This is an optimization exercise on Yosys and OpenROAD, whose aim is small area, not a production implementation.
Only simulation tests tie the RTL to the original design; equivalence was not proved.
The clock port is modelled as an ideal driver; clocking choices that lean on that would not hold on a real chip.
No activity file was given, so power comes from the tool's default toggle rates.

==> flow/design.v <==
module debounce(
    input PB,
    input clk,
    input Reset,
    input Reset_n,       
    output reg PB_state,
    output PB_down,
    output PB_up
);
reg PB_sync_0;      
reg PB_sync_1_n;    
reg [14:0] PB_cnt_q;
wire s0_d, s1n_d, state_d, clr, clr_n, lz, fb_n, max;
wire [14:0] cnt_d;
db_sync sy (.pb(PB), .s0(PB_sync_0), .rst(Reset), .rst_n(Reset_n), .s0_d(s0_d), .s1n_d(s1n_d));
db_lowzero lzd (.q(PB_cnt_q[13:0]), .lz(lz));
db_fb fbd (.q14(PB_cnt_q[14]), .q13(PB_cnt_q[13]), .lz(lz), .fb_n(fb_n));
db_ctrl ct (.state(PB_state), .s1n(PB_sync_1_n), .q14(PB_cnt_q[14]), .lz(lz), .rst(Reset),
            .clr(clr), .clr_n(clr_n), .state_d(state_d), .down(PB_down), .up(PB_up));
db_nor2 c0 (.a(clr), .b(fb_n), .y(cnt_d[0]));
genvar i;
generate for (i=1;i<15;i=i+1) begin: st
	if (i & 1) begin: odd
		db_nand2 g (.a(clr_n), .b(PB_cnt_q[i-1]), .y(cnt_d[i]));
	end else begin: even
		db_nor2 g (.a(clr), .b(PB_cnt_q[i-1]), .y(cnt_d[i]));
	end
end endgenerate
always @(posedge clk)
begin
	PB_sync_0 <= s0_d;
	PB_sync_1_n <= s1n_d;
	PB_cnt_q <= cnt_d;
	PB_state <= state_d;
end
endmodule
module db_sync(input pb, input s0, input rst, input rst_n, output s0_d, output s1n_d);
assign s0_d = ~(rst | pb);
assign s1n_d = ~(rst_n & s0);
endmodule
module db_lowzero(input [13:0] q, output lz);
assign lz = ~|{q[12], q[10], q[8], q[6], q[4], q[2], q[0]} & (&{q[13], q[11], q[9], q[7], q[5], q[3], q[1]});
endmodule
module db_fb(input q14, input q13, input lz, output fb_n);
wire a;
db_xnor2 x1 (.a(q14), .b(q13), .y(a));
db_xnor2 x2 (.a(a), .b(lz), .y(fb_n));
endmodule
module db_ctrl(input state, input s1n, input q14, input lz, input rst,
               output clr, output clr_n, output state_d, output down, output up);
wire idle = state ^ s1n;         
wire flip = ~idle & q14 & lz;    
assign clr = rst | idle;
assign clr_n = ~clr;
assign state_d = ~rst & (state ^ flip);
assign down = flip & ~state;
assign up = flip & state;
endmodule
module db_nor2(input a, input b, output y);
assign y = ~(a | b);
endmodule
module db_nand2(input a, input b, output y);
assign y = ~(a & b);
endmodule
module db_xnor2(input a, input b, output y);
assign y = ~(a ^ b);
endmodule
module pong_core(clk,BTN_EAST, BTN_WEST, Reset, CounterX, CounterY, inDisplayArea, vga_R, vga_G, vga_B, oLed);
input clk;
input wire BTN_EAST, BTN_WEST;
input Reset;
input wire [9:0] CounterX;
input wire [8:0] CounterY;
input wire inDisplayArea;
output vga_R, vga_G, vga_B;
output wire [7:0] oLed;
reg [7:0] oLedCount;
reg [2:0] PaddleBlock;       
reg [9:0] ballXn;            
reg [8:0] ballYn;
wire [9:0] ballX = ~ballXn;
wire [8:0] ballY = ~ballYn;
reg ball_inX, ball_inY;
reg ball_dirX, ball_dirY;
wire left, right;
debounce deboright(.PB(BTN_EAST), .clk(clk), .Reset(Reset), .Reset_n(~Reset), .PB_state(),.PB_down(right),.PB_up());
debounce deboleft (.PB(BTN_WEST), .clk(clk), .Reset(Reset), .Reset_n(~Reset), .PB_state(),.PB_down(left),.PB_up());
wire [2:0] PaddleBlock_d;
paddle_next pn (.p(PaddleBlock), .left(left), .right(right), .rst(Reset), .rst_n(~Reset), .d(PaddleBlock_d));
always @(posedge clk) PaddleBlock <= PaddleBlock_d;
wire x0, x8, x16, y0, y8, y16;
edge_cmp #(.N(10)) cmpx (.a(CounterX), .bn(ballXn), .e0(x0), .e8(x8), .e16(x16));
edge_cmp #(.N(9))  cmpy (.a(CounterY), .bn(ballYn), .e0(y0), .e8(y8), .e16(y16));
always @(posedge clk)
if(Reset)
	ball_inX <= 0;
else if(ball_inX==0)
	ball_inX <= x0 & ball_inY;
else
	ball_inX <= !x16;
always @(posedge clk)
if(Reset)
	ball_inY <= 0;
else if(ball_inY==0)
	ball_inY <= y0;
else
	ball_inY <= !y16;
wire ball = ball_inX & ball_inY;
wire border = (CounterX[9:3]==0) || (CounterX[9:3]==79) || (CounterY[8:3]==0) || (CounterY[8:3]==59);
wire [3:0] pb1 = {1'b0, PaddleBlock} + 4'd1;
wire padA = (CounterX[9:6] == {1'b0, PaddleBlock}) && (CounterX[5:3] != 3'd0);
wire padB = (CounterX[9:6] == pb1) && !((CounterX[5:3] == 3'd7) && (CounterX[2:0] != 3'd0));
wire paddle = (padA | padB) && (CounterY[8:4]==27);
wire BouncingObject = border | paddle;
reg ResetCollision;
always @(posedge clk) if(Reset) ResetCollision <= 0; else ResetCollision <= (CounterY==500) & (CounterX==0);
reg CollisionX1, CollisionX2, CollisionY1, CollisionY2;
always @(posedge clk) if(ResetCollision | Reset) CollisionX1<=0; else if(BouncingObject & x0  & y8 ) CollisionX1<=1;
always @(posedge clk) if(ResetCollision | Reset) CollisionX2<=0; else if(BouncingObject & x16 & y8 ) CollisionX2<=1;
always @(posedge clk) if(ResetCollision | Reset) CollisionY1<=0; else if(BouncingObject & x8  & y0 ) CollisionY1<=1;
always @(posedge clk) if(ResetCollision | Reset) CollisionY2<=0; else if(BouncingObject & x8  & y16) CollisionY2<=1;
wire bottomOnDown   = (ballY[8:3] == 6'd57);
wire bottomOnBorder = bottomOnDown | (ballX[9:3] == 7'd78);
wire collisionDown   = CollisionY2 & bottomOnDown;
wire collisionPaddle = CollisionY2 & ~bottomOnBorder;
wire UpdateBallPosition = ResetCollision;
reg newGame;
always @(posedge clk)
	if (Reset | collisionDown) newGame<=0; else newGame<=1;
wire en = UpdateBallPosition & newGame;
reg fresh;
wire [7:0] c = oLedCount;
wire [1:0] velm1;    
vel_table vt (.c(c), .fresh(fresh), .velm1(velm1));
wire enx = en & ~(CollisionX1 & CollisionX2);
wire eny = en & ~(CollisionY1 & CollisionY2);
wire [9:0] ballXn_d;
wire [8:0] ballYn_d;
wire [10:2] tx;    
wire [9:2] ty;
ball_low #(.K(2'b11)) lowx (.q(ballXn[1:0]), .vm1(velm1), .dir(ball_dirX), .en(enx), .rst(Reset), .d(ballXn_d[1:0]), .t(tx[2]));
ball_low #(.K(2'b11)) lowy (.q(ballYn[1:0]), .vm1(velm1), .dir(ball_dirY), .en(eny), .rst(Reset), .d(ballYn_d[1:0]), .t(ty[2]));
genvar i;
generate for (i=2;i<10;i=i+1) begin: gx
	ball_bit #(.K((~10'd312 >> i) & 1), .P(i & 1)) u (.q(ballXn[i]), .t(tx[i]), .dir(ball_dirX), .rst(Reset), .rst_n(~Reset), .d(ballXn_d[i]), .to(tx[i+1]));
end endgenerate
generate for (i=2;i<9;i=i+1) begin: gy
	ball_bit #(.K((~9'd200 >> i) & 1), .P(i & 1)) u (.q(ballYn[i]), .t(ty[i]), .dir(ball_dirY), .rst(Reset), .rst_n(~Reset), .d(ballYn_d[i]), .to(ty[i+1]));
end endgenerate
wire [8:0] tl;
assign tl[0] = en & collisionPaddle;
generate for (i=0;i<8;i=i+1) begin: gl assign tl[i+1] = tl[i] & c[i]; end endgenerate
always @(posedge clk)
begin
	ballXn <= ballXn_d;
	ballYn <= ballYn_d;
end
always @(posedge clk)
if(Reset)
begin
	oLedCount <= 0;
	fresh <= 0;
	ball_dirX <= 0;
	ball_dirY <= 0;
end
else
begin
	oLedCount <= oLedCount ^ tl[7:0];
	if (en) fresh <= collisionPaddle;
	if (enx & CollisionX2) ball_dirX <= 1; else if (enx & CollisionX1) ball_dirX <= 0;
	if (eny & CollisionY2) ball_dirY <= 1; else if (eny & CollisionY1) ball_dirY <= 0;
end
assign oLed = oLedCount;
reg vga_RB, vga_G;
always @(posedge clk)
if(Reset)
begin
  vga_RB <= 0;
  vga_G <= 0;
end
else
begin
  vga_RB <= (BouncingObject | ball) & inDisplayArea;
  vga_G <= BouncingObject & inDisplayArea;
end
assign vga_R = vga_RB;
assign vga_B = vga_RB;
endmodule
module ball_low #(parameter [1:0] K = 2'b11) (
	input [1:0] q, input [1:0] vm1, input dir, input en, input rst,
	output [1:0] d, output t);
wire p0, p1, h, y0, y1;
xnor2m x_p0 (.a(q[0]), .b(dir), .y(p0));
xnor2m x_p1 (.a(q[1]), .b(dir), .y(p1));
wire c1 = p0 | vm1[0];
xor2m x_h  (.a(vm1[1]), .b(c1), .y(h));
xor2m x_y1 (.a(q[1]), .b(en & h), .y(y1));
xor2m x_y0 (.a(q[0]), .b(en & ~vm1[0]), .y(y0));
assign d = rst ? K : {y1, y0};
assign t = en & ((p1 & vm1[1]) | (p1 & c1) | (vm1[1] & c1));
endmodule
module ball_bit #(parameter K = 0, parameter P = 0) (
	input q, input t, input dir, input rst, input rst_n,
	output d, output to);
wire p, yn;    
generate if (P == 0) begin: ph
	xnor2m x_p (.a(q), .b(dir), .y(p));
	xnor2m x_y (.a(q), .b(t), .y(yn));
	assign to = ~(t & p);
end else begin: pl
	xor2m  x_p (.a(q), .b(dir), .y(p));
	xor2m  x_y (.a(q), .b(t), .y(yn));
	assign to = ~(t | p);
end endgenerate
generate if (K[0]) begin: k1
	assign d = ~(rst_n & yn);
end else begin: k0
	assign d = ~(rst | yn);
end endgenerate
endmodule
module xor2m(input a, input b, output y);
assign y = a ^ b;
endmodule
module xnor2m(input a, input b, output y);
assign y = ~(a ^ b);
endmodule
module edge_cmp #(parameter N = 10) (input [N-1:0] a, input [N-1:0] bn, output e0, output e8, output e16);
wire [N-1:0] xx;
genvar i;
generate for (i=0;i<N;i=i+1) begin: gx
	xnor2m u (.a(a[i]), .b(bn[i]), .y(xx[i]));
end endgenerate
wire [N:4] m;       
assign m[4] = 1'b1;
generate for (i=4;i<N;i=i+1) begin: gm
	assign m[i+1] = m[i] & ~bn[i];
end endgenerate
wire [N-1:5] ok;    
generate for (i=5;i<N;i=i+1) begin: go
	xnor2m u (.a(xx[i]), .b(m[i]), .y(ok[i]));
end endgenerate
wire low3eq = ~|xx[2:0];
wire z_hi = ~|xx[N-1:4];
wire e_hi = xx[4] & (&ok) & ~m[N];
assign e0  = low3eq & ~xx[3] & z_hi;
assign e16 = low3eq & ~xx[3] & e_hi;
assign e8  = low3eq &  xx[3] & (bn[3] ? z_hi : e_hi);
endmodule
module vel_table(input [7:0] c, input fresh, output [1:0] velm1);
wire hi = |c[7:5];
wire [4:0] l = c[4:0];
wire v1 = ~hi & (fresh ? (l >= 1 && l <= 10) : (l <= 9));
wire v2 = ~hi & (fresh ? (l >= 11 && l <= 20) : (l >= 10 && l <= 19));
wire v3 = ~hi & (fresh ? (l >= 21 && l <= 26) : (l >= 20 && l <= 25));
assign velm1 = v1 ? 2'd0 : v2 ? 2'd1 : v3 ? 2'd2 : 2'd3;
endmodule
module paddle_next(input [2:0] p, input left, input right, input rst, input rst_n, output [2:0] d);
wire nz = p[0] | p[1] | p[2];
wire one, c1n, c2, yn0, y1, yn2;
xor2m x_m (.a(right), .b(left), .y(one));           
wire t0n = ~(one & (right | nz));                     
xor2m x_c1 (.a(p[0]), .b(right), .y(c1n));          
xnor2m x_c2 (.a(p[1]), .b(right), .y(c2));          
wire t1 = ~(t0n | c1n);
wire t2n = ~(t1 & c2);
xor2m x_y0 (.a(p[0]), .b(t0n), .y(yn0));            
xnor2m x_y1 (.a(p[1]), .b(t1), .y(y1));             
xor2m x_y2 (.a(p[2]), .b(t2n), .y(yn2));            
assign d[0] = ~(rst_n & yn0);
assign d[1] = ~(rst_n & y1);
assign d[2] = ~(rst | yn2);
endmodule
==> flow/flow/run.sh <==
#!/bin/bash
# The standard layout (standard.sh, with its synthesis unchanged), with these
# changes to the physical steps:
#  - after the floorplan, combinational cells that synthesis sized up are
#    sized down to the smallest cell of their footprint (flow/downsize.tcl);
#    the placement repair steps then fix any slew or capacitance limit;
#  - the smallest buffer (buf_1) on each input and output port;
#  - a clock tree of clkbuf_4 without the dummy loads CTS adds to balance it,
#    with its root and its slowest leaves made clkbuf_8 (flow/resize_ct.tcl).
# make's output goes to standard.log; each ORFS step logs to orfs/logs/.
set -euo pipefail
here=$(pwd)
bash standard.sh \
  POST_FLOORPLAN_TCL="$here/flow/downsize.tcl" \
  BUFFER_PORTS_ARGS="-buffer_cell sky130_fd_sc_hd__buf_1" \
  CTS_ARGS="-sink_clustering_enable -repair_clock_nets -dont_use_dummy_load -buf_list sky130_fd_sc_hd__clkbuf_4" \
  POST_CTS_TCL="$here/flow/resize_ct.tcl" \
  finish > standard.log 2>&1
==> flow/flow/downsize.tcl <==
# Downsize every combinational cell that synthesis sized up (drive > 1) to
# the smallest cell of the same footprint; buffers, inverters, clock cells
# and registers are left alone. Timing has a large margin at this period;
# the later repair steps fix any slew or capacitance limit this breaks.
set ::downsize_count 0
set ::downsize_saved 0.0
foreach inst [[ord::get_db_block] getInsts] {
  set master [$inst getMaster]
  set name [$master getName]
  if { ![regexp {^(sky130_fd_sc_hd__[a-z0-9]+)_([0-9]+)$} $name -> base size] } { continue }
  if { $size <= 1 } { continue }
  if { [regexp {__(buf|inv|clk|dly|df|edf|sdf|dl|conb|tap|fill|decap|bufinv|probe|lpflow|mux2)} $base] } {
    if { ![string match "*__mux2*" $base] } { continue }
  }
  set best ""
  set best_area 1e9
  foreach s {0 1 2} {
    set m [[ord::get_db] findMaster ${base}_$s]
    if { $m eq "NULL" || $m eq "" } { continue }
    if { $s >= $size } { continue }
    set a [expr {[$m getWidth] * [$m getHeight]}]
    if { $a < $best_area } { set best $m; set best_area $a }
  }
  if { $best eq "" } { continue }
  set old_area [expr {[$master getWidth] * [$master getHeight]}]
  if { [$inst swapMaster $best] } {
    incr ::downsize_count
    set ::downsize_saved [expr {$::downsize_saved + ($old_area - $best_area) / 1e6}]
  }
}
puts "downsize: $::downsize_count cells, [format %.1f $::downsize_saved] um2"
==> flow/flow/resize_ct.tcl <==
set db [ord::get_db]
set block [ord::get_db_block]
set big [$db findMaster sky130_fd_sc_hd__clkbuf_8]
set clk_net [[$block findBTerm clk] getNet]
foreach it [$clk_net getITerms] {
  set inst [$it getInst]
  if { [string match "sky130_fd_sc_hd__clkbuf_*" [[$inst getMaster] getName]] } { $inst swapMaster $big }
}
estimate_parasitics -placement
set n_up 0
foreach inst [$block getInsts] {
  if { [[$inst getMaster] getName] ne "sky130_fd_sc_hd__clkbuf_4" } { continue }
  set net [[$inst findITerm X] getNet]
  set worst 0.0
  foreach it [$net getITerms] {
    if { ![$it isInputSignal] } { continue }
    set s [get_property [get_pins [$it getName /]] slew_max]
    if { $s > $worst } { set worst $s }
  }
  if { $worst > 0.100 } { $inst swapMaster $big; incr n_up }
}
puts "resize_ct: $n_up leaf buffers made clkbuf_8"
detailed_placement
estimate_parasitics -placement
==> flow/standard.sh <==
#!/bin/bash
# synth_recipe.tcl (not shown) runs the flow's synth.tcl, then flattens the netlist and writes it again
# the make line also repeats each setting of config.mk as NAME=value (left out here)
make -C /OpenROAD-flow-scripts/flow DESIGN_CONFIG=/design/flow/config.mk WORK_HOME=/design/flow/orfs CLKGATE_MAP_FILE= SYNTH_SCRIPT=/design/flow/synth_recipe.tcl "${@:-finish}"
==> flow/config.mk <==
export PLATFORM = sky130hd
export DESIGN_NAME = pong_core
export DESIGN_NICKNAME = pong_core
export VERILOG_FILES = /design/flow/design.v
export SDC_FILE = /design/flow/constraint.sdc
export NUM_CORES = 4
export LEC_CHECK = 0
export CAP_MARGIN = 20
export CORE_MARGIN = 2
export CORE_UTILIZATION = 70
export SLEW_MARGIN = 20
export SYNTH_HIERARCHICAL = 1
==> flow/constraint.sdc <==
create_clock -name core_clock -period 10.0 [get_ports {clk}]
set_input_delay 2.0000 -clock core_clock [delete_from_list [all_inputs] [get_ports {clk}]]
set_output_delay 2.0000 -clock core_clock [all_outputs]
set_load 0.01 [all_outputs]
==> run summary, run 1 <==
switching part of the total 22.4%; Worst Setup End Kind flop; WHS approximately 0.36 ns; CP startpoint CounterX[5]; Placer Congestion around 0.93; Slew @ Worst Pin ~0.8 ns; Ys Warns 8; Setup TNS 0 ns; Core ar. 5110 um2; total routed wirelength 7110 um; input/output buffers 34; unrepaired setup endpoints after global routing false; drt wl/cell around 14 um; max-cap viol count 0; total gr overflow 0; Antenna Nets Post-Route 0; Setup crit start kind primary input; clock skew ~0.025 ns; clock power share 29.6%; Ant. Diodes 0; Min-Delay Startpoint deboright.PB_cnt_q[4]; CP required 10.25 ns; largest net degree at the start of global routing 26; Avg Inst Size Synth 9.24 um2; WHS Path Cells 1; hpwl dp 5320 um; syn nets 437; Starting DRT DRC Count 163; Hold WC Path Type reg2reg; share of layout cells above drive strength 1 2.25%; critical-path maximum fanout 5; initial antenna violation count 0; Pint 0.000390 W; min cycle time layout between 3 and 4 ns; Die ar. approximately 5900 um2; Comb power frac approximately 6.7%; Fin. Hold Viols 0; DRC 0; Reg2Reg Depth 12; Finish-stage setup viols 0; Tcrit/Tclk final approximately 36%; drt pass-1 iters 4; CTS tree built; Via density 5.49; Max Clk Rate 274 MHz; clock tree sinks 79; Mapped Cells 403; Seq pwr share 63.6%; reg2reg start ballXn[4]; Global Route Usage Sum 26.2%; Pwr per Cell Area approximately 130 nW/um2; status no timing/DRC/antenna violations; fin nets 481; vias in the first global route between 2,000 and 3,000; synth-to-layout area growth 6.79%; synthesized area 3720 um2; leakage 1.46 nW; Starting Density 72.9%; first-pass GRT wire length 12,400 um; Pins Over Slew Limit 0; Critical Path AT about 3.9 ns; slew margin rel. 47.2%; Clk pin slew, worst setup/hold paths 0.09 ns; DR vias about 2,800; net load switching power 0.000113 W; die height ~77 um; num rows 26; Die Wd between 70 and 80 um; top-level port count 35; Crit Path Category in2reg; worst vdd rail ir drop 0.0000974 V; Clk Latency, worst-skew pair about 0.34 ns
==> cells in the final DEF, fill, tap and decap left out, types with 3 or more instances in the layout <==
| cell type | n |
|---|---|
| nand3_1 | 8 |
| and3_1 | 5 |
| nor3_1 | 15 |
| o211ai_1 | 4 |
| ha_1 | 10 |
| xor2_1 | 27 |
| a21oi_1 | 10 |
| xnor2_1 | 57 |
| nand4b_1 | 4 |
| nand4_1 | 4 |
| clkbuf_8 | 4 |
| nor2_1 | 48 |
| o21ai_0 | 3 |
| or4_1 | 7 |
| nand2_1 | 44 |
| clkbuf_4 | 5 |
| or2_0 | 5 |
| or3_1 | 3 |
| dfxtp_1 | 79 |
| inv_1 | 9 |
| buf_1 | 34 |
| nor2b_1 | 9 |
| nand2b_1 | 6 |
| nor4_1 | 5 |
| o21ai_1 | 4 |
==> per-layer routing <==
metal,wire (um),track usage (%)
met3,316,6.47
met2,3440,44.0
met4,80,8.36
met5,0,0
met1,3270,33.2
==> area by class of cell <==
cell class                      instances  area (um2)
Clock buffer                            9        92.6
Fill cell                             376        1130
Inverter                                9        33.8
Multi-Input combinational cell        313        2050
Sequential cell                        79        1580
Tap cell                               70        87.6
Timing Repair Buffer                   35         135
==> power by group through the flow <==
stage / sequential, W / clock (W) / combinational, W
2_1_floorplan: 0.000327 / 0 / 0.0000216
5_1_grt: 0.000321 / 0.000168 / 0.0000375
3_3_place_gp: 0.000327 / 0 / 0.0000324
3_5_place_dp: 0.000328 / 0 / 0.0000334
6_report: 0.000320 / 0.000149 / 0.0000339
==> registers in the layout, summed over array words and instances (netlist names), 3 cells and up <==
signal / count
deboright.PB_cnt_q: 15
deboleft.PB_cnt_q: 15
PaddleBlock: 3
ballXn: 10
oLedCount: 8
ballYn: 9
==> worst max-delay path, stage by stage <==
cell	delay [ns]
buf_1	0.18
xnor2_1	0.13
or4_1	0.58
or4b_1	0.51
o31ai_1	0.08
and3_1	0.22
nand3_1	0.07
o21ai_1	0.13
==> final timing paths <==
| check | to | slack [ns] |
|---|---|---|
| setup / recovery | CollisionY1 | 6.35 |
| hold / removal | deboright.PB_cnt_q[5] | 0.36 |
| setup reg to reg | oLedCount[7] | 7.07 |
| hold reg to reg | deboright.PB_cnt_q[5] | 0.36 |
==> metrics by stage <==
| step | setup WS, ns | utilization (%) | cells | total power [W] | area, um2 |
|---|---|---|---|---|---|
| finish | 6.35 | 77.9 | 515 | 0.000503 | 3980 |
| global route | 6.25 | 77.9 | 515 | 0.000526 | 3980 |
| detailed placement | 6.05 | 76.1 | 506 | 0.000361 | 3880 |
| global placement | 6.13 | 76.1 | 506 | 0.000360 | 3880 |
| floorplan | 6.35 | - | 403 | 0.000348 | 3720 |
==> run 2, diff against run 1 <==
--- a/flow/config.mk
+++ b/flow/config.mk
@@ -7,6 +7,6 @@
 export LEC_CHECK = 0
 export CAP_MARGIN = 20
 export CORE_MARGIN = 2
-export CORE_UTILIZATION = 70
+export CORE_UTILIZATION = 40
 export SLEW_MARGIN = 20
 export SYNTH_HIERARCHICAL = 1
==> run summary, run 2 <==
fin nets 481 (unchanged); Crit Path Category in2reg; Via density 5.04 (-8.3%); Clk Latency, worst-skew pair 0.35 ns (about the same); Avg Inst Size Synth 9.24 um2 (unchanged); initial antenna violation count 0 (unchanged); Die Wd 101 um (+31%); Pwr per Cell Area 128 nW/um2 (+1.2%); biggest regs deboleft.PB_cnt_q: 15 flops, deboright.PB_cnt_q: 15 flops, ballXn: 10 flops; Tcrit/Tclk final 36.4% (-0.099 points); clock tree sinks 79 (unchanged); min cycle time layout 3.64 ns (-0.00988 ns); drt pass-1 iters 4 (unchanged); reg2reg start oLedCount[1]; Critical Path AT 3.90 ns (about the same); Pins Over Slew Limit 0 (unchanged); largest net degree at the start of global routing 38 (+46%); Mapped Cells 403 (unchanged); Hold WC Path Type reg2reg; Placer Congestion 0.835 (-10%); first-pass GRT wire length 12,600 um (+1.3%); Ant. Diodes 0 (unchanged); CP startpoint CounterX[7]; share of layout cells above drive strength 1 2.25% (unchanged); max-cap viol count 0 (unchanged); Slew @ Worst Pin 0.730 ns (-0.0555 ns); drt wl/cell 13.3 um (-3.3%); hpwl dp 5460 um (+2.8%); total routed wirelength 7420 um (+4.4%); leakage 1.46 nW (+0.36%); Final Total Pwr 0.000517 W (+2.8%); syn nets 437 (unchanged); worst vdd rail ir drop 0.0000502 V (-48%); CP required 10.26 ns (about the same); unrepaired setup endpoints after global routing false; total gr overflow 0 (unchanged); status no timing/DRC/antenna violations; Worst Setup End Kind flop; DRC 0 (unchanged); Max Clk Rate 275 MHz (+0.27%); die height 101 um (+31%); Starting Density 40.7% (-32 points); Setup TNS 0 ns (unchanged); Setup crit start kind primary input; WHS 0.362 ns (+0.000274 ns); Fin. Hold Viols 0 (unchanged); input/output buffers 34 (unchanged); num rows 35 (+35%); synth-to-layout area growth 8.50%; Min-Delay Startpoint deboleft.PB_sync_0; Storage cell area 1580 um2 (unchanged); Core ar. 9150 um2 (+79%); critical-path maximum fanout 4 (-1); Finish-stage setup viols 0 (unchanged); clock skew 0.0249 ns (-0.000259 ns); vias in the first global route 2,645 (-4.1%); DR vias 2,800 (-0.99%); top-level port count 35 (unchanged); final worst slack 6.36 ns (+0.00988 ns); Clk pin slew, worst setup/hold paths 0.07 ns (-0.02 ns); slew margin rel. 51.0% (+3.7 points); Starting DRT DRC Count 87 (-47%); footprint of the multi-input gates 2050 um2 (unchanged); most frequent cells in the layout 79 x dfxtp_1, 57 x xnor2_1, 48 x nor2_1; CTS tree built; filler cell count 930 (+150%); Antenna Nets Post-Route 0 (unchanged); Ys Warns 8 (unchanged); Global Route Usage Sum 15.8% (-10 points); synthesized area 3720 um2 (unchanged); DP Worst Slack 6.04 ns (-0.0108 ns); commonest non-fill, non-tap cell in the layout dfxtp_1; Die ar. 10,100 um2 (+71%)
## run 2: path summary, 6_finish.rpt
check                               to  slack, ns  cells after the start
setup / recovery           CollisionY2       6.36                      8
hold / removal    deboleft.PB_sync_1_n       0.36                      1
setup reg to reg             ballXn[9]       6.95                     14
hold reg to reg   deboleft.PB_sync_1_n       0.36                      1
## run 2: layout make-up
cell class / count / area share [%]
inverters: 9 / 0.836
clock buffers: 9 / 2.60
flip-flops and latches: 79 / 39.1
multi-input cells: 313 / 50.7
well taps: 111 / 3.44
repair buffers: 35 / 3.34
## run 2: metal layers
| metal | GRT usage [%] | wire length, um | part of all wire (%) |
|---|---|---|---|
| met3 | 2.91 | 255 | 3.4 |
| met1 | 21.5 | 3780 | 51 |
| met5 | 0 | 0 | 0 |
| met4 | 6.64 | 111 | 1.5 |
| met2 | 24.7 | 3270 | 44 |
## run 2: power breakdown
group          total (W)  internal (W)  switching [W]
Clock           0.000164     0.0000679      0.0000956
Sequential      0.000320      0.000316     0.00000367
Combinational  0.0000336     0.0000145      0.0000191
## run 2: through the flow
stage               std cells  utilization, %  area (um2)
floorplan                 403               -        3720
global placement          547            43.0        3940
detailed placement        547            43.0        3940
global route              556            44.2        4040
finish                    556            44.2        4040
## run 2: critical path, cell delays in order
cell     delay (ns)
buf_1          0.21
xnor2_1        0.14
or4_1          0.52
or4b_1         0.52
o31ai_1        0.08
and3_1         0.21
nand3_1        0.08
o21ai_1        0.13
==> run 3, diff against run 2 <==
--- a/flow/design.v
+++ b/flow/design.v
@@ -106,14 +106,11 @@
 else
 	ball_inY <= !y16;
 wire ball = ball_inX & ball_inY;
-wire border = (CounterX[9:3]==0) || (CounterX[9:3]==79) || (CounterY[8:3]==0) || (CounterY[8:3]==59);
-wire [3:0] pb1 = {1'b0, PaddleBlock} + 4'd1;
-wire padA = (CounterX[9:6] == {1'b0, PaddleBlock}) && (CounterX[5:3] != 3'd0);
-wire padB = (CounterX[9:6] == pb1) && !((CounterX[5:3] == 3'd7) && (CounterX[2:0] != 3'd0));
-wire paddle = (padA | padB) && (CounterY[8:4]==27);
+wire border, paddle, rc_d;
+raster_dec rd (.cx(CounterX), .cy(CounterY), .p(PaddleBlock), .rst(Reset), .border(border), .paddle(paddle), .rc_d(rc_d));
 wire BouncingObject = border | paddle;
 reg ResetCollision;
-always @(posedge clk) if(Reset) ResetCollision <= 0; else ResetCollision <= (CounterY==500) & (CounterX==0);
+always @(posedge clk) ResetCollision <= rc_d;
 reg CollisionX1, CollisionX2, CollisionY1, CollisionY2;
 always @(posedge clk) if(ResetCollision | Reset) CollisionX1<=0; else if(BouncingObject & x0  & y8 ) CollisionX1<=1;
 always @(posedge clk) if(ResetCollision | Reset) CollisionX2<=0; else if(BouncingObject & x16 & y8 ) CollisionX2<=1;
@@ -147,9 +144,13 @@
 generate for (i=2;i<9;i=i+1) begin: gy
 	ball_bit #(.K((~9'd200 >> i) & 1), .P(i & 1)) u (.q(ballYn[i]), .t(ty[i]), .dir(ball_dirY), .rst(Reset), .rst_n(~Reset), .d(ballYn_d[i]), .to(ty[i+1]));
 end endgenerate
+wire [7:0] led_d;
 wire [8:0] tl;
 assign tl[0] = en & collisionPaddle;
-generate for (i=0;i<8;i=i+1) begin: gl assign tl[i+1] = tl[i] & c[i]; end endgenerate
+generate for (i=0;i<8;i=i+1) begin: gl
+	cnt_bit #(.P(i & 1)) u (.c(oLedCount[i]), .t(tl[i]), .rst(Reset), .d(led_d[i]), .to(tl[i+1]));
+end endgenerate
+always @(posedge clk) oLedCount <= led_d;
 always @(posedge clk)
 begin
 	ballXn <= ballXn_d;
@@ -158,14 +159,12 @@
 always @(posedge clk)
 if(Reset)
 begin
-	oLedCount <= 0;
 	fresh <= 0;
 	ball_dirX <= 0;
 	ball_dirY <= 0;
 end
 else
 begin
-	oLedCount <= oLedCount ^ tl[7:0];
 	if (en) fresh <= collisionPaddle;
 	if (enx & CollisionX2) ball_dirX <= 1; else if (enx & CollisionX1) ball_dirX <= 0;
 	if (eny & CollisionY2) ball_dirY <= 1; else if (eny & CollisionY1) ball_dirY <= 0;
@@ -270,3 +269,22 @@
 assign d[1] = ~(rst_n & y1);
 assign d[2] = ~(rst | yn2);
 endmodule
+module cnt_bit #(parameter P = 0) (input c, input t, input rst, output d, output to);
+wire yn;    
+generate if (P == 0) begin: ph
+	xnor2m x (.a(c), .b(t), .y(yn));
+	assign to = ~(t & c);
+end else begin: pl
+	xor2m x (.a(c), .b(t), .y(yn));
+	assign to = ~t & c;
+end endgenerate
+assign d = ~(rst | yn);
+endmodule
+module raster_dec(input [9:0] cx, input [8:0] cy, input [2:0] p, input rst, output border, output paddle, output rc_d);
+assign border = (cx[9:3]==0) || (cx[9:3]==79) || (cy[8:3]==0) || (cy[8:3]==59);
+wire [3:0] pb1 = {1'b0, p} + 4'd1;
+wire padA = (cx[9:6] == {1'b0, p}) && (cx[5:3] != 3'd0);
+wire padB = (cx[9:6] == pb1) && !((cx[5:3] == 3'd7) && (cx[2:0] != 3'd0));
+assign paddle = (padA | padB) && (cy[8:4]==27);
+assign rc_d = ~rst & (cy == 9'd500) & (cx == 10'd0);
+endmodule
--- a/flow/config.mk
+++ b/flow/config.mk
@@ -7,6 +7,6 @@
 export LEC_CHECK = 0
 export CAP_MARGIN = 20
 export CORE_MARGIN = 2
-export CORE_UTILIZATION = 40
+export CORE_UTILIZATION = 85
 export SLEW_MARGIN = 20
 export SYNTH_HIERARCHICAL = 1
==> run summary, run 3 <==
Crit Path Category in2reg; Core ar. 4290 um2 (-53%); Critical Path AT 4.02 ns (+0.12 ns); Starting Density 87.2% (+46 points); DRC 0 (unchanged); share of layout cells above drive strength 1 2.25% (unchanged); Mapped Cells 404 (+0.25%); R2R Path End ballXn[9]; status no timing/DRC/antenna violations; Clk pin slew, worst setup/hold paths 0.09 ns (+0.02 ns); most frequent cells in the layout 79 x dfxtp_1, 61 x xnor2_1, 54 x nor2_1; Clk Latency, worst-skew pair 0.36 ns (about the same); Pins Over Slew Limit 0 (unchanged); Ant. Diodes 0 (unchanged); Avg Inst Size Synth 9.26 um2 (+0.22%); syn nets 431 (-1.4%); leakage 1.40 nW (-4.1%); Slew @ Worst Pin 0.604 ns (-0.126 ns); largest net degree at the start of global routing 42 (+11%); num rows 24 (-31%); Die Wd 70.4 um (-30%); Tcrit/Tclk final 37.4% (+1.1 points); R2R setup slack 7.01 ns (+0.06 ns); fin nets 474 (-1.5%); filler cell count 162 (-83%); Global Route Usage Sum 39.3% (+23 points); Final Total Pwr 0.000515 W (-0.48%); unrepaired setup endpoints after global routing false; min cycle time layout 3.74 ns (+0.107 ns); die height 70.4 um (-30%); Ys Warns 8 (unchanged); Setup crit start kind primary input; total gr overflow 0 (unchanged); clock skew 0.0281 ns (+0.00321 ns); first-pass GRT wire length 15,000 um (+19%); WHS Path Cells 1 (unchanged); Placer Congestion 0.856 (+2.5%); reg2reg start fresh; footprint of the multi-input gates 2030 um2 (-0.92%); WHS 0.396 ns (+0.0333 ns); Finish-stage setup viols 0 (unchanged); worst vdd rail ir drop 0.000151 V (+200%); Min-Delay Endpoint deboright.PB_cnt_q[1]; Via density 6.31 (+25%); slew margin rel. 59.4% (+8.5 points); Hold WC Path Type reg2reg; drt pass-1 iters 5 (+1); synth-to-layout area growth 5.35%; Antenna Nets Post-Route 0 (unchanged); clock tree sinks 79 (unchanged); hpwl dp 5990 um (+9.6%); biggest regs deboleft.PB_cnt_q: 15 flops, deboright.PB_cnt_q: 15 flops, ballXn: 10 flops; critical-path maximum fanout 5 (+1); CP required 10.28 ns (+0.02 ns); commonest non-fill, non-tap cell in the layout dfxtp_1; Min-Delay Startpoint deboright.PB_cnt_q[0]; Reg2Reg Depth 14 (unchanged); Max Clk Rate 267 MHz (-2.9%); Storage cell area 1580 um2 (unchanged); vias in the first global route 3,133 (+18%); synthesized area 3740 um2 (+0.47%); input/output buffers 34 (unchanged); Starting DRT DRC Count 263 (+200%); Setup TNS 0 ns (unchanged); drt wl/cell 18.2 um (+36%); Fin. Hold Viols 0 (unchanged); total routed wirelength 9050 um (+22%); top-level port count 35 (unchanged); initial antenna violation count 0 (unchanged); DR vias 3,138 (+12%); Die ar. 4950 um2 (-51%); CTS tree built; Worst Setup End Kind flop; Pwr per Cell Area 131 nW/um2 (+2.0%); max-cap viol count 0 (unchanged)
-- run 3: area by class of cell --
class                   instances  share of cell area [%]
multi-input cells             313                    51.4
flip-flops and latches         79                    40.1
repair buffers                 35                    3.43
clock buffers                   9                    2.51
well taps                      52                    1.65
inverters                       9                   0.857
-- run 3: critical path: stages --
cell     delay (ns)
buf_1          0.21
xnor2_1        0.15
or4_1          0.57
or4b_1         0.53
o31ai_1        0.09
and3_1         0.22
a31oi_1        0.08
nor3_1         0.16
-- run 3: worst max-delay path by stage --
stage,depth (start not counted),endpoint,startpoint
floorplan,7,CollisionY2,CounterX[5]
global placement,8,CollisionY2,CounterX[7]
detailed placement,8,CollisionY2,CounterX[7]
global route,8,CollisionY1,CounterX[7]
finish,8,CollisionY2,CounterX[7]
-- run 3: through the flow --
step / std cells / util [%] / worst slack (ns) / area (um2)
final: 497 / 91.8 / 6.26 / 3940
after detailed placement: 488 / 89.5 / 5.98 / 3840
after global placement: 488 / 89.5 / 6.12 / 3840
after global routing: 497 / 91.8 / 6.12 / 3940
after floorplan: 404 / - / 6.34 / 3740
-- run 3: per-layer routing --
layer	wire length [um]	up-vias	GRT usage, %
met4	332	0	20.9
met5	0	-	0
met2	4650	145	67.5
met1	3500	1498	45.8
met3	574	42	7.94
li1	-	1453	-
-- run 3: power breakdown --
part | total, W | switching (W) | internal (W)
clock network | 0.000159 | 0.0000955 | 0.0000636
logic | 0.0000350 | 0.0000204 | 0.0000146
registers | 0.000321 | 0.00000420 | 0.000316
==> run 4, diff against run 3 <==
--- a/flow/config.mk
+++ b/flow/config.mk
@@ -7,6 +7,6 @@
 export LEC_CHECK = 0
 export CAP_MARGIN = 20
 export CORE_MARGIN = 2
-export CORE_UTILIZATION = 85
+export CORE_UTILIZATION = 70
 export SLEW_MARGIN = 20
 export SYNTH_HIERARCHICAL = 1
==> run summary, run 4 <==
status no timing/DRC/antenna violations; Tcrit/Tclk final 36.4% (-1.0 points); CTS tree built; placed cells 505 (+3.5%); input/output buffers 34 (unchanged); DR vias 2,890 (-7.9%); syn nets 431 (unchanged); Ant. Diodes 0 (unchanged); unrepaired setup endpoints after global routing false; CP required 10.24 ns (-0.04 ns); final non-filler cell total 514 (+3.4%); Avg Inst Size Synth 9.26 um2 (unchanged); Pint 0.000394 W (about the same); min cycle time layout 3.64 ns (-0.102 ns); Starting DRT DRC Count 128 (-51%); switching part of the total 23.0% (-0.36 points); Placer Congestion 0.792 (-7.5%); commonest non-fill, non-tap cell in the layout dfxtp_1; share of layout cells above drive strength 1 2.25% (+0.0051 points); Ys Warns 8 (unchanged); Crit Path Category in2reg; Clk Latency, worst-skew pair 0.35 ns (about the same); Starting Density 72.8% (-14 points); critical-path maximum fanout 5 (unchanged); Global Route Usage Sum 26.2% (-13 points); vias in the first global route 2,783 (-11%); clock tree sinks 79 (unchanged); worst vdd rail ir drop 0.000127 V (-16%); num rows 26 (+8.3%); synthesized area 3740 um2 (unchanged); clock power share 31.1% (+0.2 points); total routed wirelength 7260 um (-20%); filler cell count 399 (+150%); DRC 0 (unchanged); Finish-stage setup viols 0 (unchanged); Setup crit start kind primary input; Critical Path AT 3.88 ns (-0.14 ns); fin nets 473 (-0.21%); biggest regs deboleft.PB_cnt_q: 15 flops, deboright.PB_cnt_q: 15 flops, ballXn: 10 flops; die height 77.1 um (+9.6%); Design Area, Final 3960 um2 (+0.41%); Comb power frac 6.4% (-0.4 points); slew margin rel. 45.5% (-14 points); clock skew 0.0292 ns (+0.00104 ns); max-cap viol count 0 (unchanged); Die Wd 77.1 um (+9.6%); Setup TNS 0 ns (unchanged); Via density 5.62 (-11%); net load switching power 0.000118 W (-2.1%); leakage 1.40 nW (-0.13%); Pins Over Slew Limit 0 (unchanged); Die ar. 5950 um2 (+20%); initial antenna violation count 0 (unchanged); Clk pin slew, worst setup/hold paths 0.09 ns (about the same); drt pass-1 iters 4 (-1); hpwl dp 5290 um (-12%); largest net degree at the start of global routing 42 (unchanged); Antenna Nets Post-Route 0 (unchanged); most frequent cells in the layout 79 x dfxtp_1, 61 x xnor2_1, 54 x nor2_1; Hold WC Path Type reg2reg; first-pass GRT wire length 12,400 um (-17%); drt wl/cell 14.1 um (-22%); Worst Setup End Kind flop; Slew @ Worst Pin 0.817 ns (+0.213 ns); total gr overflow 0 (unchanged); Fin. Hold Viols 0 (unchanged); placed instance area 3860 um2 (+0.42%); Core ar. 5140 um2 (+20%); Seq pwr share 62.5% (+0.2 points); Pwr per Cell Area 129 nW/um2 (-0.93%); Mapped Cells 404 (unchanged); top-level port count 35 (unchanged); Max Clk Rate 275 MHz (+2.8%); synth-to-layout area growth 5.78%
## run 4: path summary, 6_finish.rpt
check | startpoint | to | slack [ns] | cells after the start
worst max-delay path | CounterX[7] | CollisionY1 | 6.36 | 8
worst min-delay path | deboright.PB_sync_0 | deboright.PB_sync_1_n | 0.37 | 1
worst max register to register | oLedCount[1] | ballXn[9] | 7.06 | 14
worst min register to register | deboright.PB_sync_0 | deboright.PB_sync_1_n | 0.37 | 1
## run 4: routing by layer
metal	global-route usage (%)	part of all wire, %	wire, um
met2	45.0	49	3540
met5	0	0	0
met4	9.82	2.2	157
met3	5.41	4.7	339
met1	32.6	44	3220
## run 4: area by class of cell
class / count / area (um2) / share of cell area (%)
multi-input cells: 313 / 2030 / 51.2
flip-flops and latches: 79 / 1580 / 39.9
repair buffers: 34 / 129 / 3.26
clock buffers: 9 / 98.8 / 2.50
well taps: 70 / 87.6 / 2.21
inverters: 9 / 33.8 / 0.853
## run 4: power groups by stage
| stage | logic (W) | registers [W] | clock network [W] |
|---|---|---|---|
| floorplan | 0.0000213 | 0.000327 | 0 |
| global placement | 0.0000313 | 0.000327 | 0 |
| detailed placement | 0.0000323 | 0.000328 | 0 |
| global route | 0.0000366 | 0.000321 | 0.000174 |
| finish | 0.0000326 | 0.000320 | 0.000159 |
## run 4: critical path, cell delays in order
cell and delay [ns]:
buf_1 0.25, xnor2_1 0.14, or4_1 0.51, or4b_1 0.51
o31ai_1 0.07, and3_1 0.20, a31oi_1 0.07, nor3_1 0.13
## run 4: per-stage QoR
stage / power (W) / utilization [%] / worst slack, ns / hold WS, ns
finish: 0.000512 / 77.0 / 6.36 / 0.365
floorplan: 0.000348 / - / 6.34 / 0.343
global route: 0.000531 / 77.0 / 6.24 / 0.370
detailed placement: 0.000360 / 75.1 / 6.02 / 0.355
global placement: 0.000359 / 75.1 / 6.08 / 0.345
==> run 5, diff against run 4 <==
--- a/flow/design.v
+++ b/flow/design.v
@@ -188,13 +188,12 @@
 module ball_low #(parameter [1:0] K = 2'b11) (
 	input [1:0] q, input [1:0] vm1, input dir, input en, input rst,
 	output [1:0] d, output t);
-wire p0, p1, h, y0, y1;
-xnor2m x_p0 (.a(q[0]), .b(dir), .y(p0));
-xnor2m x_p1 (.a(q[1]), .b(dir), .y(p1));
+wire p0 = ~(q[0] ^ dir);
+wire p1 = ~(q[1] ^ dir);
 wire c1 = p0 | vm1[0];
-xor2m x_h  (.a(vm1[1]), .b(c1), .y(h));
-xor2m x_y1 (.a(q[1]), .b(en & h), .y(y1));
-xor2m x_y0 (.a(q[0]), .b(en & ~vm1[0]), .y(y0));
+wire h = vm1[1] ^ c1;
+wire y1 = q[1] ^ (en & h);
+wire y0 = q[0] ^ (en & ~vm1[0]);
 assign d = rst ? K : {y1, y0};
 assign t = en & ((p1 & vm1[1]) | (p1 & c1) | (vm1[1] & c1));
 endmodule
@@ -235,9 +234,7 @@
 	assign m[i+1] = m[i] & ~bn[i];
 end endgenerate
 wire [N-1:5] ok;    
-generate for (i=5;i<N;i=i+1) begin: go
-	xnor2m u (.a(xx[i]), .b(m[i]), .y(ok[i]));
-end endgenerate
+assign ok = ~(xx[N-1:5] ^ m[N-1:5]);
 wire low3eq = ~|xx[2:0];
 wire z_hi = ~|xx[N-1:4];
 wire e_hi = xx[4] & (&ok) & ~m[N];
==> run summary, run 5 <==
status no timing/DRC/antenna violations; Clk pin slew, worst setup/hold paths 0.10 ns (about the same); Via density 5.70 (+1.4%); WHS 0.368 ns (+0.00314 ns); Worst Setup End Kind flop; first-pass GRT wire length 12,000 um (-3.3%); num rows 26 (unchanged); critical-path maximum fanout 6 (+1); most frequent cells in the layout 79 x dfxtp_1, 58 x nor2_1, 52 x xnor2_1; Critical Path AT 3.76 ns (-0.12 ns); top-level port count 35 (unchanged); vias in the first global route 2,752 (-1.1%); Slew @ Worst Pin 0.804 ns (-0.0137 ns); total gr overflow 0 (unchanged); Pwr per Cell Area 127 nW/um2 (-1.5%); final worst slack 6.52 ns (+0.160 ns); clock tree sinks 79 (unchanged); Antenna Nets Post-Route 0 (unchanged); clock power share 29.7% (-1.4 points); Design Area, Final 3940 um2 (-0.51%); Crit Path Category in2reg; Global Route Usage Sum 25.4% (-0.88 points); Ant. Diodes 0 (unchanged); die height 77.1 um (unchanged); synthesized area 3740 um2 (unchanged); Comb power frac 6.5% (about the same); WHS Path Cells 1 (unchanged); Hold WC Path Type reg2reg; Placer Congestion 0.874 (+10%); biggest regs deboleft.PB_cnt_q: 15 flops, deboright.PB_cnt_q: 15 flops, ballXn: 10 flops; WP depth 8 (unchanged); DP Worst Slack 6.13 ns (+0.109 ns); synth-to-layout area growth 5.25%; largest net degree at the start of global routing 42 (unchanged); Ys Warns 8 (unchanged); Finish-stage setup viols 0 (unchanged); commonest non-fill, non-tap cell in the layout dfxtp_1; worst vdd rail ir drop 0.000141 V (+12%); Seq pwr share 63.8% (+1.3 points); slew margin rel. 46.4% (+0.92 points); unrepaired setup endpoints after global routing false; Clk Latency, worst-skew pair 0.36 ns (about the same); total routed wirelength 7130 um (-1.8%); Tcrit/Tclk final 34.8% (-1.6 points); Core ar. 5140 um2 (unchanged); fin nets 479 (+1.3%); Die Wd 77.1 um (unchanged); leakage 1.41 nW (+0.66%); initial antenna violation count 0 (unchanged); Avg Inst Size Synth 9.17 um2 (-0.98%); switching part of the total 22.3% (-0.63 points); CTS tree built; CP max-delay cell or3_1; Pins Over Slew Limit 0 (unchanged); Setup crit start kind primary input; net load switching power 0.000112 W (-4.7%); syn nets 437 (+1.4%); Setup TNS 0 ns (unchanged); placed instance area 3850 um2 (-0.36%); Starting Density 72.8% (unchanged); Starting DRT DRC Count 151 (+18%); share of layout cells above drive strength 1 2.23% (-0.020 points); Mapped Cells 408 (+0.99%); crit path cell chain buf_1 > or3_1 > a211o_1 > a31o_1 > a211oi_1 > or2_0 > a31oi_1 > nor3_1; clock skew 0.0318 ns (+0.00264 ns); Critical Path Max Stage Delay 0.43 ns (-0.08 ns); drt pass-1 iters 5 (+1); cell family with most CP delay simple AND/OR/NAND/NOR gates; Max Clk Rate 287 MHz (+4.6%); DRC 0 (unchanged); hpwl dp 5360 um (+1.4%); drt wl/cell 13.8 um (-2.5%); Fin. Hold Viols 0 (unchanged); CP required 10.28 ns (+0.04 ns); input/output buffers 34 (unchanged); DR vias 2,954 (+2.2%); Die ar. 5950 um2 (unchanged); crit path buf inv count 1 (unchanged); min cycle time layout 3.48 ns (-0.160 ns); Reg2Reg Depth 15 (+1); max-cap viol count 0 (unchanged); Pint 0.000390 W (-1.2%)
run 5: power groups by stage:
stage | Clock [W] | Sequential (W) | Combinational (W)
floorplan | 0 | 0.000327 | 0.0000215
global placement | 0 | 0.000327 | 0.0000312
detailed placement | 0 | 0.000327 | 0.0000322
global route | 0.000165 | 0.000320 | 0.0000361
finish | 0.000149 | 0.000320 | 0.0000326
run 5: per-stage QoR:
stage,power (W),util (%),std cells
2_1_floorplan,0.000348,-,408
3_3_place_gp,0.000359,74.8,509
3_5_place_dp,0.000360,74.8,509
5_1_grt,0.000522,76.6,518
6_report,0.000502,76.6,518
run 5: layout make-up:
type	instances	area, um2
multi-input combinational	319	2020
sequential	79	1580
fill	393	1200
timing repair buffer	34	129
clock buffer	9	92.6
tap	70	87.6
inverter	7	26.3
run 5: metal layers:
metal / up-vias / wire length, um / track usage, %
met5: - / 0 / 0
met3: 15 / 302 / 7.06
met4: 0 / 146 / 9.29
li1: 1473 / - / -
met1: 1389 / 3220 / 30.5
met2: 77 / 3460 / 43.3
run 5: final timing paths:
path | start | endpoint | slack [ns]
max reg2reg | fresh | ballXn[9] | 6.95
min | deboright.PB_sync_0 | deboright.PB_sync_1_n | 0.37
min reg2reg | deboright.PB_sync_0 | deboright.PB_sync_1_n | 0.37
max | CounterX[1] | CollisionX2 | 6.52
==> run 6, diff against run 5 <==
--- a/flow/flow/resize_ct.tcl
+++ b/flow/flow/resize_ct.tcl
@@ -17,7 +17,7 @@
     set s [get_property [get_pins [$it getName /]] slew_max]
     if { $s > $worst } { set worst $s }
   }
-  if { $worst > 0.100 } { $inst swapMaster $big; incr n_up }
+  if { $worst > 0.115 } { $inst swapMaster $big; incr n_up }
 }
 puts "resize_ct: $n_up leaf buffers made clkbuf_8"
 detailed_placement
==> run summary, run 6 <==
Antenna Nets Post-Route 0 (unchanged); share of layout cells above drive strength 1 2.23% (unchanged); drt pass-1 iters 4 (-1); die height 77.1 um (unchanged); Critical Path AT 3.76 ns (about the same); Crit Path Category in2reg; input/output buffers 34 (unchanged); synthesized area 3740 um2 (unchanged); reg2reg start oLedCount[1]; synth-to-layout area growth 5.08%; worst vdd rail ir drop 0.000141 V (+0.23%); hpwl dp 5360 um (unchanged); clock skew 0.0233 ns (-0.00852 ns); Hold WC Path Type reg2reg; most frequent cells in the layout 79 x dfxtp_1, 58 x nor2_1, 52 x xnor2_1; Pwr per Cell Area 126 nW/um2 (-0.93%); Max Clk Rate 287 MHz (-0.17%); drt wl/cell 13.8 um (+0.27%); Die ar. 5950 um2 (unchanged); Pins Over Slew Limit 0 (unchanged); Mapped Cells 408 (unchanged); commonest non-fill, non-tap cell in the layout dfxtp_1; status no timing/DRC/antenna violations; Starting DRT DRC Count 153 (+1.3%); min cycle time layout 3.49 ns (+0.00602 ns); Setup crit start kind primary input; syn nets 437 (unchanged); Slew @ Worst Pin 0.827 ns (+0.0233 ns); Ant. Diodes 0 (unchanged); R2R setup slack 6.93 ns (-0.02 ns); CTS tree built; DRC 0 (unchanged); Clk Latency, worst-skew pair 0.35 ns (about the same); Setup TNS 0 ns (unchanged); critical-path maximum fanout 6 (unchanged); slew margin rel. 44.9% (-1.6 points); Die Wd 77.1 um (unchanged); filler cell count 392 (-0.25%); Via density 5.63 (-1.3%); top-level port count 35 (unchanged); fin nets 479 (unchanged); clock tree sinks 79 (unchanged); Min-Delay Startpoint deboright.PB_sync_0; vias in the first global route 2,758 (+0.22%); DR vias 2,915 (-1.3%); biggest regs deboleft.PB_cnt_q: 15 flops, deboright.PB_cnt_q: 15 flops, ballXn: 10 flops; Avg Inst Size Synth 9.17 um2 (unchanged); WHS Path Cells 1 (unchanged); total gr overflow 0 (unchanged); Worst Setup End Kind flop; Starting Density 72.8% (unchanged); Reg2Reg Depth 15 (unchanged); initial antenna violation count 0 (unchanged); Ys Warns 8 (unchanged); Core ar. 5140 um2 (unchanged); Fin. Hold Viols 0 (unchanged); footprint of the multi-input gates 2020 um2 (unchanged); Design Area, Final 3930 um2 (-0.16%); max-cap viol count 0 (unchanged); Min-Delay Endpoint deboright.PB_sync_1_n; Placer Congestion 0.874 (unchanged); total routed wirelength 7150 um (+0.27%); Tcrit/Tclk final 34.9% (+0.060 points); largest net degree at the start of global routing 42 (unchanged); Global Route Usage Sum 25.2% (-0.13 points); first-pass GRT wire length 12,000 um (+0.12%); num rows 26 (unchanged); Clk pin slew, worst setup/hold paths 0.10 ns (about the same); leakage 1.41 nW (-0.18%); unrepaired setup endpoints after global routing false; R2R Path End ballXn[9]; CP required 10.27 ns (about the same); Finish-stage setup viols 0 (unchanged); Storage cell area 1580 um2 (unchanged); placed instance area 3850 um2 (unchanged)
==> run 6: final cells by class <==
| cell class | count | share of cell area, % |
|---|---|---|
| Multi-Input combinational cell | 319 | 51.4 |
| Sequential cell | 79 | 40.2 |
| Timing Repair Buffer | 34 | 3.28 |
| Tap cell | 70 | 2.23 |
| Clock buffer | 9 | 2.20 |
| Inverter | 7 | 0.668 |
==> run 6: report_power, final <==
group	total (W)	internal [W]	switching, W
sequential	0.000320	0.000316	0.00000370
combinational	0.0000325	0.0000139	0.0000187
clock	0.000144	0.0000551	0.0000885
total	0.000496	0.000385	0.000111
==> run 6: worst max path at each step <==
stage | start | to | depth (start not counted)
2_1_floorplan | CounterX[1] | CollisionX1 | 8
6_report | CounterX[1] | CollisionX2 | 8
5_1_grt | CounterX[1] | CollisionX1 | 8
3_3_place_gp | CounterX[1] | CollisionX1 | 8
3_5_place_dp | CounterX[1] | CollisionX2 | 8
==> run 6: metal layers <==
metal | track usage (%) | share of wire (%) | up-vias
li1 | - | - | 1471
met1 | 30.6 | 45 | 1366
met2 | 43.3 | 49 | 64
met3 | 6.71 | 4.6 | 14
met4 | 8.75 | 1.7 | 0
met5 | 0 | 0 | -
==> run 6: per-stage QoR <==
stage	cells	hold WS (ns)	total power (W)	utilization, %	setup WS, ns
floorplan	408	0.343	0.000348	-	6.44
global placement	509	0.345	0.000359	74.8	6.21
detailed placement	509	0.350	0.000360	74.8	6.13
global route	518	0.381	0.000516	76.5	6.33
finish	518	0.368	0.000496	76.5	6.51
==> run 6: critical path, cell delays in order <==
cell and delay, ns:
buf_1 0.09, or3_1 0.42, a211o_1 0.27, a31o_1 0.18
a211oi_1 0.21, or2_0 0.30, a31oi_1 0.13, nor3_1 0.15
==> run 7, diff against run 6 <==
--- a/flow/design.v
+++ b/flow/design.v
@@ -125,10 +125,10 @@
 always @(posedge clk)
 	if (Reset | collisionDown) newGame<=0; else newGame<=1;
 wire en = UpdateBallPosition & newGame;
-reg fresh;
+reg [1:0] velm1;     
 wire [7:0] c = oLedCount;
-wire [1:0] velm1;    
-vel_table vt (.c(c), .fresh(fresh), .velm1(velm1));
+wire [1:0] velm1_new;
+vel_of vt (.c(c), .velm1(velm1_new));
 wire enx = en & ~(CollisionX1 & CollisionX2);
 wire eny = en & ~(CollisionY1 & CollisionY2);
 wire [9:0] ballXn_d;
@@ -159,13 +159,13 @@
 always @(posedge clk)
 if(Reset)
 begin
-	fresh <= 0;
+	velm1 <= 0;
 	ball_dirX <= 0;
 	ball_dirY <= 0;
 end
 else
 begin
-	if (en) fresh <= collisionPaddle;
+	if (en) velm1 <= velm1_new;
 	if (enx & CollisionX2) ball_dirX <= 1; else if (enx & CollisionX1) ball_dirX <= 0;
 	if (eny & CollisionY2) ball_dirY <= 1; else if (eny & CollisionY1) ball_dirY <= 0;
 end
@@ -242,13 +242,8 @@
 assign e16 = low3eq & ~xx[3] & e_hi;
 assign e8  = low3eq &  xx[3] & (bn[3] ? z_hi : e_hi);
 endmodule
-module vel_table(input [7:0] c, input fresh, output [1:0] velm1);
-wire hi = |c[7:5];
-wire [4:0] l = c[4:0];
-wire v1 = ~hi & (fresh ? (l >= 1 && l <= 10) : (l <= 9));
-wire v2 = ~hi & (fresh ? (l >= 11 && l <= 20) : (l >= 10 && l <= 19));
-wire v3 = ~hi & (fresh ? (l >= 21 && l <= 26) : (l >= 20 && l <= 25));
-assign velm1 = v1 ? 2'd0 : v2 ? 2'd1 : v3 ? 2'd2 : 2'd3;
+module vel_of(input [7:0] c, output [1:0] velm1);
+assign velm1 = (c <= 8'd9) ? 2'd0 : (c <= 8'd19) ? 2'd1 : (c <= 8'd25) ? 2'd2 : 2'd3;
 endmodule
 module paddle_next(input [2:0] p, input left, input right, input rst, input rst_n, output [2:0] d);
 wire nz = p[0] | p[1] | p[2];
--- a/flow/flow/resize_ct.tcl
+++ b/flow/flow/resize_ct.tcl
@@ -17,7 +17,7 @@
     set s [get_property [get_pins [$it getName /]] slew_max]
     if { $s > $worst } { set worst $s }
   }
-  if { $worst > 0.115 } { $inst swapMaster $big; incr n_up }
+  if { $worst > 0.125 } { $inst swapMaster $big; incr n_up }
 }
 puts "resize_ct: $n_up leaf buffers made clkbuf_8"
 detailed_placement
==> run summary, run 7 <==
Setup crit start kind primary input; Ys Warns 8 (unchanged); Reg2Reg Depth 9 (-6); synth-to-layout area growth 4.72%; max-cap viol count 0 (unchanged); total gr overflow 0 (unchanged); initial antenna violation count 0 (unchanged); first-pass GRT wire length 12,300 um (+2.3%); final core utilization 76.2% (-0.34 points); R2R Path End PaddleBlock[2]; critical-path maximum fanout 5 (-1); Starting Density 72.7% (-0.073 points); Slew @ Worst Pin 0.830 ns (+0.00331 ns); DR vias 2,867 (-1.6%); min cycle time layout 3.61 ns (+0.122 ns); WHS 0.349 ns (-0.0196 ns); num rows 26 (unchanged); top-level port count 35 (unchanged); total routed wirelength 7180 um (+0.48%); Pwr per Cell Area 127 nW/um2 (+0.76%); biggest regs deboleft.PB_cnt_q: 15 flops, deboright.PB_cnt_q: 15 flops, ballXn: 10 flops; Core ar. 5140 um2 (unchanged); die height 77.1 um (about the same); syn nets 435 (-0.46%); Min-Delay Startpoint deboleft.PB_sync_0; Max Clk Rate 277 MHz (-3.4%); fin nets 477 (-0.42%); leakage 1.41 nW (about the same); most frequent cells in the layout 80 x dfxtp_1, 56 x nor2_1, 52 x xnor2_1; Placer Congestion 0.825 (-5.7%); input/output buffers 34 (unchanged); commonest non-fill, non-tap cell in the layout dfxtp_1; drt pass-1 iters 4 (unchanged); clock skew 0.0260 ns (+0.00265 ns); Crit Path Category in2reg; Via density 5.56 (-1.3%); slew margin rel. 44.7% (-0.22 points); drt wl/cell 13.9 um (+0.87%); Worst Setup End Kind flop; synthesized area 3740 um2 (-0.10%); GR Util met3 7.29% (+0.59 points); Clk pin slew, worst setup/hold paths 0.11 ns (about the same); Finish-stage setup viols 0 (unchanged); share of layout cells above drive strength 1 2.24% (+0.010 points); R2R setup slack 7.25 ns (+0.32 ns); Min-Delay Endpoint deboleft.PB_sync_1_n; Design Area, Final 3920 um2 (-0.45%); Tcrit/Tclk final 36.1% (+1.2 points); GR Util met2 44.6% (+1.2 points); Die Wd 77.1 um (about the same); Antenna Nets Post-Route 0 (unchanged); Ant. Diodes 0 (unchanged); largest net degree at the start of global routing 43 (+2.4%); reg2reg start deboright.PB_cnt_q[2]; Final Total Pwr 0.000498 W (+0.31%); hpwl dp 5290 um (-1.4%); WHS Path Cells 1 (unchanged); vias in the first global route 2,766 (+0.29%); Die ar. 5940 um2 (about the same); DRC 0 (unchanged); CTS tree built; worst vdd rail ir drop 0.0000999 V (-29%); clock tree sinks 80 (+1.3%); Starting DRT DRC Count 140 (-8.5%); Clk Latency, worst-skew pair 0.35 ns (about the same); CP required 10.26 ns (about the same); Avg Inst Size Synth 9.21 um2 (+0.39%); Fin. Hold Viols 0 (unchanged); Hold WC Path Type reg2reg; status no timing/DRC/antenna violations; Pins Over Slew Limit 0 (unchanged); Mapped Cells 406 (-0.49%); routing usage on met1 31.6% (+1.0 points); placed instance area 3830 um2 (-0.29%); Setup TNS 0 ns (unchanged); unrepaired setup endpoints after global routing false; Most Used Layer, Global Route met2; Global Route Usage Sum 26.3% (+1.0 points); Critical Path AT 3.87 ns (+0.11 ns)
-- run 7: cell type report --
class                   instances  area [um2]
flip-flops and latches         80        1600
fillers                       435        1220
multi-input cells             316        1990
well taps                      70        87.6
inverters                       7        26.3
clock buffers                   9        80.1
repair buffers                 34         129
-- run 7: stage by stage --
stage / std cells / setup slack (ns)
after floorplan: 406 / 6.51
after global placement: 507 / 6.30
after detailed placement: 507 / 6.26
after global routing: 516 / 6.26
final: 516 / 6.39
-- run 7: worst max-delay path by stage --
| stage | from | endpoint | cells after the start |
|---|---|---|---|
| detailed placement | CounterX[1] | CollisionX1 | 8 |
| global placement | CounterX[1] | CollisionX1 | 8 |
| finish | CounterX[7] | CollisionY2 | 9 |
| global route | CounterX[7] | CollisionY2 | 9 |
| floorplan | CounterX[1] | CollisionX1 | 8 |
-- run 7: metal layers --
layer / part of all wire (%) / vias to the layer above / routed length (um)
met3: 4.2 / 20 / 302
met4: 2.5 / 0 / 181
met1: 45 / 1314 / 3220
met2: 48 / 69 / 3480
met5: 0 / - / 0
li1: - / 1464 / -
-- run 7: power breakdown --
group | total (W) | internal [W] | switching [W]
clock network | 0.000143 | 0.0000510 | 0.0000917
registers | 0.000323 | 0.000320 | 0.00000316
logic | 0.0000316 | 0.0000130 | 0.0000186
-- run 7: worst max-delay path, cell delays in order --
cell	delay, ns
buf_1	0.22
xnor2_1	0.16
nor4b_1	0.31
a41o_1	0.14
a31oi_1	0.06
o41ai_1	0.49
and3_1	0.28
a31oi_1	0.09
nor3_1	0.12
==> run 8, diff against run 7 <==
--- a/flow/flow/resize_ct.tcl
+++ b/flow/flow/resize_ct.tcl
@@ -17,7 +17,7 @@
     set s [get_property [get_pins [$it getName /]] slew_max]
     if { $s > $worst } { set worst $s }
   }
-  if { $worst > 0.125 } { $inst swapMaster $big; incr n_up }
+  if { $worst > 0.115 } { $inst swapMaster $big; incr n_up }
 }
 puts "resize_ct: $n_up leaf buffers made clkbuf_8"
 detailed_placement
==> run summary, run 8 <==
critical-path maximum fanout 5 (unchanged); max-cap viol count 0 (unchanged); CP startpoint CounterX[7]; total gr overflow 0 (unchanged); R2R setup slack 7.24 ns (about the same); clock skew 0.0269 ns (+0.000905 ns); Die Wd 77.1 um (unchanged); commonest non-fill, non-tap cell in the layout dfxtp_1; biggest regs deboleft.PB_cnt_q: 15 flops, deboright.PB_cnt_q: 15 flops, ballXn: 10 flops; filler cell count 434 (-0.23%); Most Used Layer, Global Route met2; final non-filler cell total 516 (unchanged); syn nets 435 (unchanged); Avg Inst Size Synth 9.21 um2 (unchanged); min cycle time layout 3.62 ns (+0.00640 ns); Worst Setup End Kind flop; drt pass-1 iters 4 (unchanged); initial antenna violation count 0 (unchanged); Mapped Cells 406 (unchanged); Crit Path Category in2reg; final core utilization 76.3% (+0.12 points); CP required 10.26 ns (about the same); input/output buffers 34 (unchanged); Setup crit start kind primary input; unrepaired setup endpoints after global routing false; Storage cell area 1600 um2 (unchanged); GR Util met2 44.6% (unchanged); Ys Warns 8 (unchanged); reg2reg start deboright.PB_cnt_q[2]; Tcrit/Tclk final 36.2% (+0.064 points); drt wl/cell 13.9 um (+0.15%); Clk pin slew, worst setup/hold paths 0.10 ns (about the same); synth-to-layout area growth 4.89%; Fin. Hold Viols 0 (unchanged); num rows 26 (unchanged); Finish-stage setup viols 0 (unchanged); Critical Path AT 3.87 ns (about the same); Global Route Usage Sum 26.4% (+0.10 points); Ant. Diodes 0 (unchanged); status no timing/DRC/antenna violations; fin nets 477 (unchanged); share of layout cells above drive strength 1 2.24% (unchanged); leakage 1.41 nW (+0.18%); total routed wirelength 7190 um (+0.15%); routing usage on met1 31.7% (+0.075 points); most frequent cells in the layout 80 x dfxtp_1, 56 x nor2_1, 52 x xnor2_1; die height 77.1 um (unchanged); clock tree sinks 80 (unchanged); worst vdd rail ir drop 0.0000959 V (-4.0%); Pwr per Cell Area 128 nW/um2 (+0.93%); Core ar. 5140 um2 (unchanged); synthesized area 3740 um2 (unchanged); Pins Over Slew Limit 0 (unchanged); Starting Density 72.7% (unchanged); Min-Delay Startpoint deboright.PB_cnt_q[12]; Hold WC Path Type reg2reg; top-level port count 35 (unchanged); largest net degree at the start of global routing 43 (unchanged); Placer Congestion 0.825 (unchanged); Slew @ Worst Pin 0.840 ns (+0.0101 ns); first-pass GRT wire length 12,300 um (+0.11%); Via density 5.58 (+0.42%); Setup TNS 0 ns (unchanged); DR vias 2,879 (+0.42%); hpwl dp 5290 um (unchanged); Design Area, Final 3920 um2 (+0.16%); R2R Path End PaddleBlock[2]; vias in the first global route 2,762 (-0.14%); placed instance area 3830 um2 (unchanged); GR Util met3 8.00% (+0.71 points); Starting DRT DRC Count 129 (-7.9%); Min-Delay Endpoint deboright.PB_cnt_q[13]; Clk Latency, worst-skew pair 0.35 ns (about the same); Antenna Nets Post-Route 0 (unchanged); WHS Path Cells 1 (unchanged); Die ar. 5940 um2 (unchanged); placed cells 507 (unchanged); slew margin rel. 44.0% (-0.67 points); CTS tree built; Reg2Reg Depth 9 (unchanged); footprint of the multi-input gates 1990 um2 (unchanged); DRC 0 (unchanged); Max Clk Rate 277 MHz (-0.18%)
[run 8: area by class of cell]
type	count	share of cell area (%)
Clock buffer	9	2.20
Tap cell	70	2.23
Sequential cell	80	40.8
Inverter	7	0.670
Timing Repair Buffer	34	3.29
Multi-Input combinational cell	316	50.8
[run 8: worst max-delay path: stages]
cell and delay, ns:
buf_1 0.22, xnor2_1 0.16, nor4b_1 0.31, a41o_1 0.14, a31oi_1 0.06, o41ai_1 0.49, and3_1 0.28, a31oi_1 0.09
nor3_1 0.12
[run 8: layer usage]
| layer | vias to the layer above | share of wire, % |
|---|---|---|
| met2 | 70 | 48 |
| met5 | - | 0 |
| met4 | 0 | 2.4 |
| met1 | 1324 | 44 |
| li1 | 1467 | - |
| met3 | 18 | 4.7 |
[run 8: worst max-delay path by stage]
stage | to | cells after the start
2_1_floorplan | CollisionX1 | 8
3_3_place_gp | CollisionX1 | 8
3_5_place_dp | CollisionX1 | 8
5_1_grt | CollisionY2 | 9
6_report | CollisionY2 | 9
[run 8: per-stage QoR]
step                      power, W  hold WS [ns]  setup slack (ns)
after floorplan           0.000351         0.343              6.51
after global placement    0.000361         0.346              6.30
after detailed placement  0.000362         0.353              6.26
after global routing      0.000526         0.361              6.26
final                     0.000503         0.358              6.38
[run 8: where the power goes]
group | total, W | internal [W] | switching, W
combinational | 0.0000317 | 0.0000130 | 0.0000187
sequential | 0.000323 | 0.000320 | 0.00000318
clock | 0.000148 | 0.0000552 | 0.0000928

[separate check: timing with driven ports]
The flow's constraints put no driver on any port. The routed layouts listed below were extracted and timed again, unchanged, in two steps.
Step 1 assumes that a clkbuf_16 drives the clock port and a buf_2 every other input.
Step 2 adds t to the input delays and takes it off the output delays; t is the mean of the earliest and latest rising clock arrival at the registers after step 1. Input paths then give back, and output paths get back, about the clock's delay inside the block.
Slacks: no drivers / after step 1 / after step 2; pairs: no drivers / after step 1.
| run | t (ns) | setup WS [ns] | worst data-port slew with drivers (ns) |
|---|---|---|---|
| run 1 | 0.360 | 6.354 / 6.361 / 6.001 | 0.03 |
| run 2 | 0.366 | 6.364 / 6.374 / 6.007 | 0.04 |
| run 3 | 0.377 | 6.257 / 6.263 / 5.886 | 0.04 |
| run 4 | 0.369 | 6.359 / 6.364 / 5.995 | 0.03 |
| run 5 | 0.372 | 6.519 / 6.528 / 6.156 | 0.03 |
| run 6 | 0.369 | 6.513 / 6.522 / 6.152 | 0.03 |
| run 7 | 0.368 | 6.391 / 6.388 / 6.020 | 0.03 |
| run 8 | 0.363 | 6.384 / 6.382 / 6.019 | 0.03 |
After both steps every run listed still meets setup and hold.
